Background: an optimization exercise with open tools, aiming at small area. Do not read the settings as production practice.
Only simulation tests tie the RTL to the original design; equivalence was not proved.
No driver is modelled on the clock port, so clocking that relies on it looks cheaper here than on a real chip.

==> flow/design.v <==
`timescale 1ns / 1ps
module CLKGEN(
	input  wire        clk,
	input  wire        reset,
	input  wire [31:0] TINT,
	output reg         SYS_CLK,
	output reg         CONV,
	output wire        sys_tick
    );
	reg  [3:0]  jc;
	reg  [27:0] cnt_int;
	assign sys_tick = jc[3] & ~SYS_CLK;
	always @(posedge clk or posedge reset)
		if (reset) begin
			jc      <= 0;
			SYS_CLK <= 0;
		end else begin
			jc      <= {jc[2:0], ~SYS_CLK};
			SYS_CLK <= jc[3];
		end
	wire [28:0] t;
	wire [27:0] xn;
	assign t[0] = sys_tick;
	genvar i;
	generate for (i = 0; i < 28; i = i + 1) begin : g_inc
		assign t[i+1] = t[i] & cnt_int[i];
		assign xn[i]  = ~(cnt_int[i] ^ t[i]);
	end endgenerate
	wire [32:0] lt;
	assign lt[0] = 1'b0;
	generate for (i = 0; i < 32; i = i + 1) begin : g_cmp
		wire na = (i < 28) ? xn[i] : (i == 28) ? ~t[28] : 1'b1;
		assign lt[i+1] = (na & TINT[i]) | ((na | TINT[i]) & lt[i]);
	end endgenerate
	wire clr = sys_tick & ~(lt[32] | (TINT == 32'd0));
	always @(posedge clk or posedge reset)
		if (reset) begin
			cnt_int <= 0;
			CONV    <= 0;
		end else begin
			cnt_int <= ~xn & {28{~clr}};
			if (clr)
				CONV <= ~CONV;
		end
endmodule
`timescale 1ns / 1ps
module READOUT(
	input  wire        clk,
	input  wire        RST,
	input  wire        sys_tick,
	input  wire        SYS_CLK,
	input  wire        DVALID_BAR,
	input  wire        DOUT,
	input  wire [9:0]  fifo_cnt,
	input  wire [31:0] TINT,
	output wire        DXMIT_BAR,
	output wire        DCLK,
	output wire        done,
	output wire [63:0] data2pipe,
	output wire [31:0] fifo_th,
	output wire        fifo_flag
    );
	reg  [5:0]  st_n;
	reg         dvalid_old_n;
	reg  [39:0] doutreg;
	wire [5:0]  st = ~st_n;
	wire idle = st[5] & st[4];
	assign DXMIT_BAR = idle;
	assign done      = idle & st[0];
	wire r0 = st[5] & ~st[4] & st[3] & ~st[2] & ~st[1] & ~st[0];
	assign DCLK      = SYS_CLK & ~(idle & ~st[0]) & ~r0;
	assign data2pipe = {24'd0, doutreg};
	always @(posedge clk or posedge RST)
		if (RST) begin
			st_n         <= ~6'd62;
			dvalid_old_n <= 0;
		end else if (sys_tick) begin
			dvalid_old_n <= ~DVALID_BAR;
			if (idle)
				st_n <= (!DVALID_BAR && !dvalid_old_n) ? ~6'd40 : ~6'd62;
			else
				st_n <= st_n + 1'b1;
		end
	always @(posedge clk)
		if (sys_tick && !idle && st != 6'd0)
			doutreg <= {DOUT, doutreg[39:1]};
	wire z   = (TINT[31:17] == 15'd0);
	wire t1  = z && (TINT[16:0] < 17'd5000);
	wire t2  = z && (TINT[16:0] < 17'd10000);
	wire t3  = z && (TINT[16:0] < 17'd50000);
	wire t4  = z && (TINT[16:0] < 17'd100000);
	reg th7, th5_n, th4, th3;
	wire th5 = ~th5_n;
	always @(posedge clk or posedge RST)
		if (RST) begin
			th7 <= 0; th5_n <= 0; th4 <= 0; th3 <= 0;
		end else if (sys_tick) begin
			th7   <= t2;
			th5_n <= ~(t3 & ~t2);
			th4   <= t1 | ~t2;
			th3   <= (t2 & ~t1) | (t4 & ~t3);
		end
	wire [8:0] thv = {th4 & th7, th7, ~th4, th5, th4, th3,
	                  ~th7 & ~th3 & (th4 ^ th5), th4 & th5, th4 & th3};
	assign fifo_th   = {23'd0, thv};
	assign fifo_flag = fifo_cnt > {thv, 1'b0};
endmodule
`timescale 1ns / 1ps
module FSM(
	input  wire        clk,
	input  wire        reset_fsm,
	input  wire        DOUT,
	input  wire        DVALID_BAR,
	output wire        DXMIT_BAR,
	output wire        SYS_CLK,
	output wire        DCLK,
	output wire        CONV,
	output wire        fifo_flag,
	input  wire [9:0]  fifo_cnt,
	output wire [63:0] data2pipe,
	output wire        done,
	input  wire [31:0] TINT,
	output wire [31:0] fifo_th
    );
	wire sys_tick;
	CLKGEN clkgen1 (
		.clk(clk), .reset(reset_fsm), .TINT(TINT),
		.SYS_CLK(SYS_CLK), .CONV(CONV), .sys_tick(sys_tick));
	READOUT readout1 (
		.clk(clk), .RST(reset_fsm), .sys_tick(sys_tick), .SYS_CLK(SYS_CLK),
		.DVALID_BAR(DVALID_BAR), .DOUT(DOUT), .fifo_cnt(fifo_cnt), .TINT(TINT),
		.DXMIT_BAR(DXMIT_BAR), .DCLK(DCLK), .done(done), .data2pipe(data2pipe),
		.fifo_th(fifo_th), .fifo_flag(fifo_flag));
endmodule
==> flow/config.mk <==
export PLATFORM = sky130hd
export DESIGN_NAME = FSM
export DESIGN_NICKNAME = FSM
export VERILOG_FILES = /design/flow/design.v
export SDC_FILE = /design/flow/constraint.sdc
export NUM_CORES = 4
export LEC_CHECK = 0
export CAP_MARGIN = 20
export CORE_MARGIN = 2
export CORE_UTILIZATION = 80
export PLACE_DENSITY = 0.9
export SLEW_MARGIN = 20
==> flow/constraint.sdc <==
create_clock -name core_clock -period 10.0 [get_ports {clk}]
set_input_delay 2.0000 -clock core_clock [delete_from_list [all_inputs] [get_ports {clk}]]
set_output_delay 2.0000 -clock core_clock [all_outputs]
set_load 0.01 [all_outputs]
standard.sh (not shown) runs the stock make flow with config.mk's settings and CLKGATE_MAP_FILE= SYNTH_SCRIPT=/design/flow/synth_recipe.tcl, a recipe that flattens the netlist after the stock synthesis.
==> flow/flow/run.sh <==
#!/bin/bash
# ORFS layout (the standard.sh) with these changes:
# - synthesis maps logic with an area-oriented ABC script (flow/abc_area.script) and
#   leaves adders to ABC (no half/full adder cells); everything else in synthesis is
#   the standard flow's own script, so the registers are the same
# - port buffers are buf_1
# - one tie cell per constant value (no tie fanout repair)
# - the resizer may not use buffers larger than buf_6 (flow/dont_use.tcl)
set -euo pipefail
W=$(pwd)
{
  echo 'proc abc {args} {'
  echo '  set i [lsearch $args -script]'
  echo "  if {\$i >= 0} { set args [lreplace \$args \$i [expr {\$i+1}] -script $W/flow/abc_area.script] }"
  echo '  yosys abc {*}$args'
  echo '}'
  cat synth_recipe.tcl
} > my_synth.tcl
sed "s#SYNTH_SCRIPT=[^ ]*#SYNTH_SCRIPT=$W/my_synth.tcl#" standard.sh > my_standard.sh
grep -q "SYNTH_SCRIPT=$W/my_synth.tcl" my_standard.sh
export ADDER_MAP_FILE=
export BUFFER_PORTS_ARGS="-buffer_cell sky130_fd_sc_hd__buf_1"
export SKIP_REPAIR_TIE_FANOUT=1
export CTS_ARGS="-sink_clustering_enable -repair_clock_nets -buf_list sky130_fd_sc_hd__clkbuf_4 -root_buf sky130_fd_sc_hd__clkbuf_4 -dont_use_dummy_load"
for s in GLOBAL_PLACE RESIZE REPAIR_TIMING_POST_PLACE CTS GLOBAL_ROUTE DETAIL_ROUTE; do export PRE_${s}_TCL=$W/flow/dont_use.tcl; done
export POST_CTS_TCL=$W/flow/post_cts.tcl
bash my_standard.sh finish > standard.log 2>&1
==> flow/flow/abc_area.script <==
strash
dc2
&get -n
&st
&dch -f
&nf -R 1000 -C 32 -p
&st
&dch -f
&nf -R 1000 -C 32 -p
&put
topo
==> flow/flow/dont_use.tcl <==
# Keep the resizer from reaching for large buffers; it buffers with buf_2..buf_6.
set_dont_use {sky130_fd_sc_hd__buf_8 sky130_fd_sc_hd__buf_12 sky130_fd_sc_hd__buf_16 sky130_fd_sc_hd__bufbuf_8 sky130_fd_sc_hd__bufbuf_16 sky130_fd_sc_hd__clkbuf_16}
==> flow/flow/post_cts.tcl <==
estimate_parasitics -placement
set n_up 0
foreach inst [get_cells -hierarchical *] {
  if {[get_property $inst ref_name] != "sky130_fd_sc_hd__clkbuf_4"} { continue }
  set out [get_pins -of $inst -filter "direction == output"]
  set worst 0
  foreach p [get_pins -of [get_nets -of $out] -filter "direction == input"] {
    set s [get_property $p slew_max]
    if {$s > $worst} { set worst $s }
  }
  if {$worst > 0.110} {
    puts "upsizing [get_full_name $inst]: sink slew $worst"
    replace_cell $inst sky130_fd_sc_hd__clkbuf_8
    incr n_up
  }
}
if {$n_up > 0} {
  detailed_placement
  estimate_parasitics -placement
}
Then changed:
--- a/flow/design.v
+++ b/flow/design.v
@@ -60,48 +60,48 @@
 	output wire [31:0] fifo_th,
 	output wire        fifo_flag
     );
-	reg  [5:0]  st_n;
+	reg  [5:0]  st;
 	reg         dvalid_old_n;
 	reg  [39:0] doutreg;
-	wire [5:0]  st = ~st_n;
-	wire idle = st[5] & st[4];
+	wire st_idle = (st == 6'd0);
+	assign done      = &st;
+	wire idle = st_idle | done;
 	assign DXMIT_BAR = idle;
-	assign done      = idle & st[0];
-	wire r0 = st[5] & ~st[4] & st[3] & ~st[2] & ~st[1] & ~st[0];
-	assign DCLK      = SYS_CLK & ~(idle & ~st[0]) & ~r0;
+	assign DCLK      = SYS_CLK & (st > 6'd22);
 	assign data2pipe = {24'd0, doutreg};
 	always @(posedge clk or posedge RST)
 		if (RST) begin
-			st_n         <= ~6'd62;
+			st           <= 6'd0;
 			dvalid_old_n <= 0;
 		end else if (sys_tick) begin
 			dvalid_old_n <= ~DVALID_BAR;
-			if (idle)
-				st_n <= (!DVALID_BAR && !dvalid_old_n) ? ~6'd40 : ~6'd62;
-			else
-				st_n <= st_n + 1'b1;
+			if (idle && !DVALID_BAR && !dvalid_old_n)
+				st <= 6'd22;
+			else if (!st_idle)
+				st <= st + 1'b1;
 		end
 	always @(posedge clk)
-		if (sys_tick && !idle && st != 6'd0)
+		if (sys_tick && !st_idle && st[5:1] != 5'b11111)
 			doutreg <= {DOUT, doutreg[39:1]};
 	wire z   = (TINT[31:17] == 15'd0);
 	wire t1  = z && (TINT[16:0] < 17'd5000);
 	wire t2  = z && (TINT[16:0] < 17'd10000);
 	wire t3  = z && (TINT[16:0] < 17'd50000);
 	wire t4  = z && (TINT[16:0] < 17'd100000);
-	reg th7, th5_n, th4, th3;
-	wire th5 = ~th5_n;
+	reg th8, th7, th5_n, th2_n;
+	wire th5 = ~th5_n, th2 = ~th2_n;
 	always @(posedge clk or posedge RST)
 		if (RST) begin
-			th7 <= 0; th5_n <= 0; th4 <= 0; th3 <= 0;
+			th8 <= 0; th7 <= 0; th5_n <= 0; th2_n <= 0;
 		end else if (sys_tick) begin
+			th8   <= t1;
 			th7   <= t2;
 			th5_n <= ~(t3 & ~t2);
-			th4   <= t1 | ~t2;
-			th3   <= (t2 & ~t1) | (t4 & ~t3);
+			th2_n <= t4;
 		end
-	wire [8:0] thv = {th4 & th7, th7, ~th4, th5, th4, th3,
-	                  ~th7 & ~th3 & (th4 ^ th5), th4 & th5, th4 & th3};
+	wire b6 = (th7 & ~th8) | (th5 & th2);
+	wire [8:0] thv = {th8, th7, b6, th5, ~b6, (th7 & ~th8) | (~th7 & ~th5 & ~th2),
+	                  th2, th5 & ~th2, ~th7 & ~th5 & ~th2};
 	assign fifo_th   = {23'd0, thv};
 	assign fifo_flag = fifo_cnt > {thv, 1'b0};
 endmodule
The changed run completed with no timing, DRC or antenna violations.
Maximum frequency increases by 6.9%.
Cell area goes down by 1.3%.
Clock skew stays flat.
Setup slack improved by 470 ps.
Non-clock buffer count drops by 1.

-- afterwards: timing with drivers on the ports --
How much do the figures lean on ideal ports? The routed layouts below were timed once more, with nothing changed but the port constraints. Step 1, drivers: a clkbuf_16 drives clk and a buf_2 each remaining input, both assumed. Step 2, shift: input delay + t, output delay - t, t = (earliest + latest rising clock arrival at the registers) / 2. This alone moves slack from input paths to output paths. a / b / c = ideal / step 1 / step 2; a / b = the first two.
| run | shift t [ns] | setup WS [ns] | slew at the worst register clock pin (ns) |
|---|---|---|---|
| the first run | 0.376 | 2.785 / 2.785 / 2.785 | 0.11 / 0.11 |
| the second run | 0.374 | 3.251 / 3.251 / 3.251 | 0.11 / 0.11 |
After both steps every run listed still meets setup and hold.
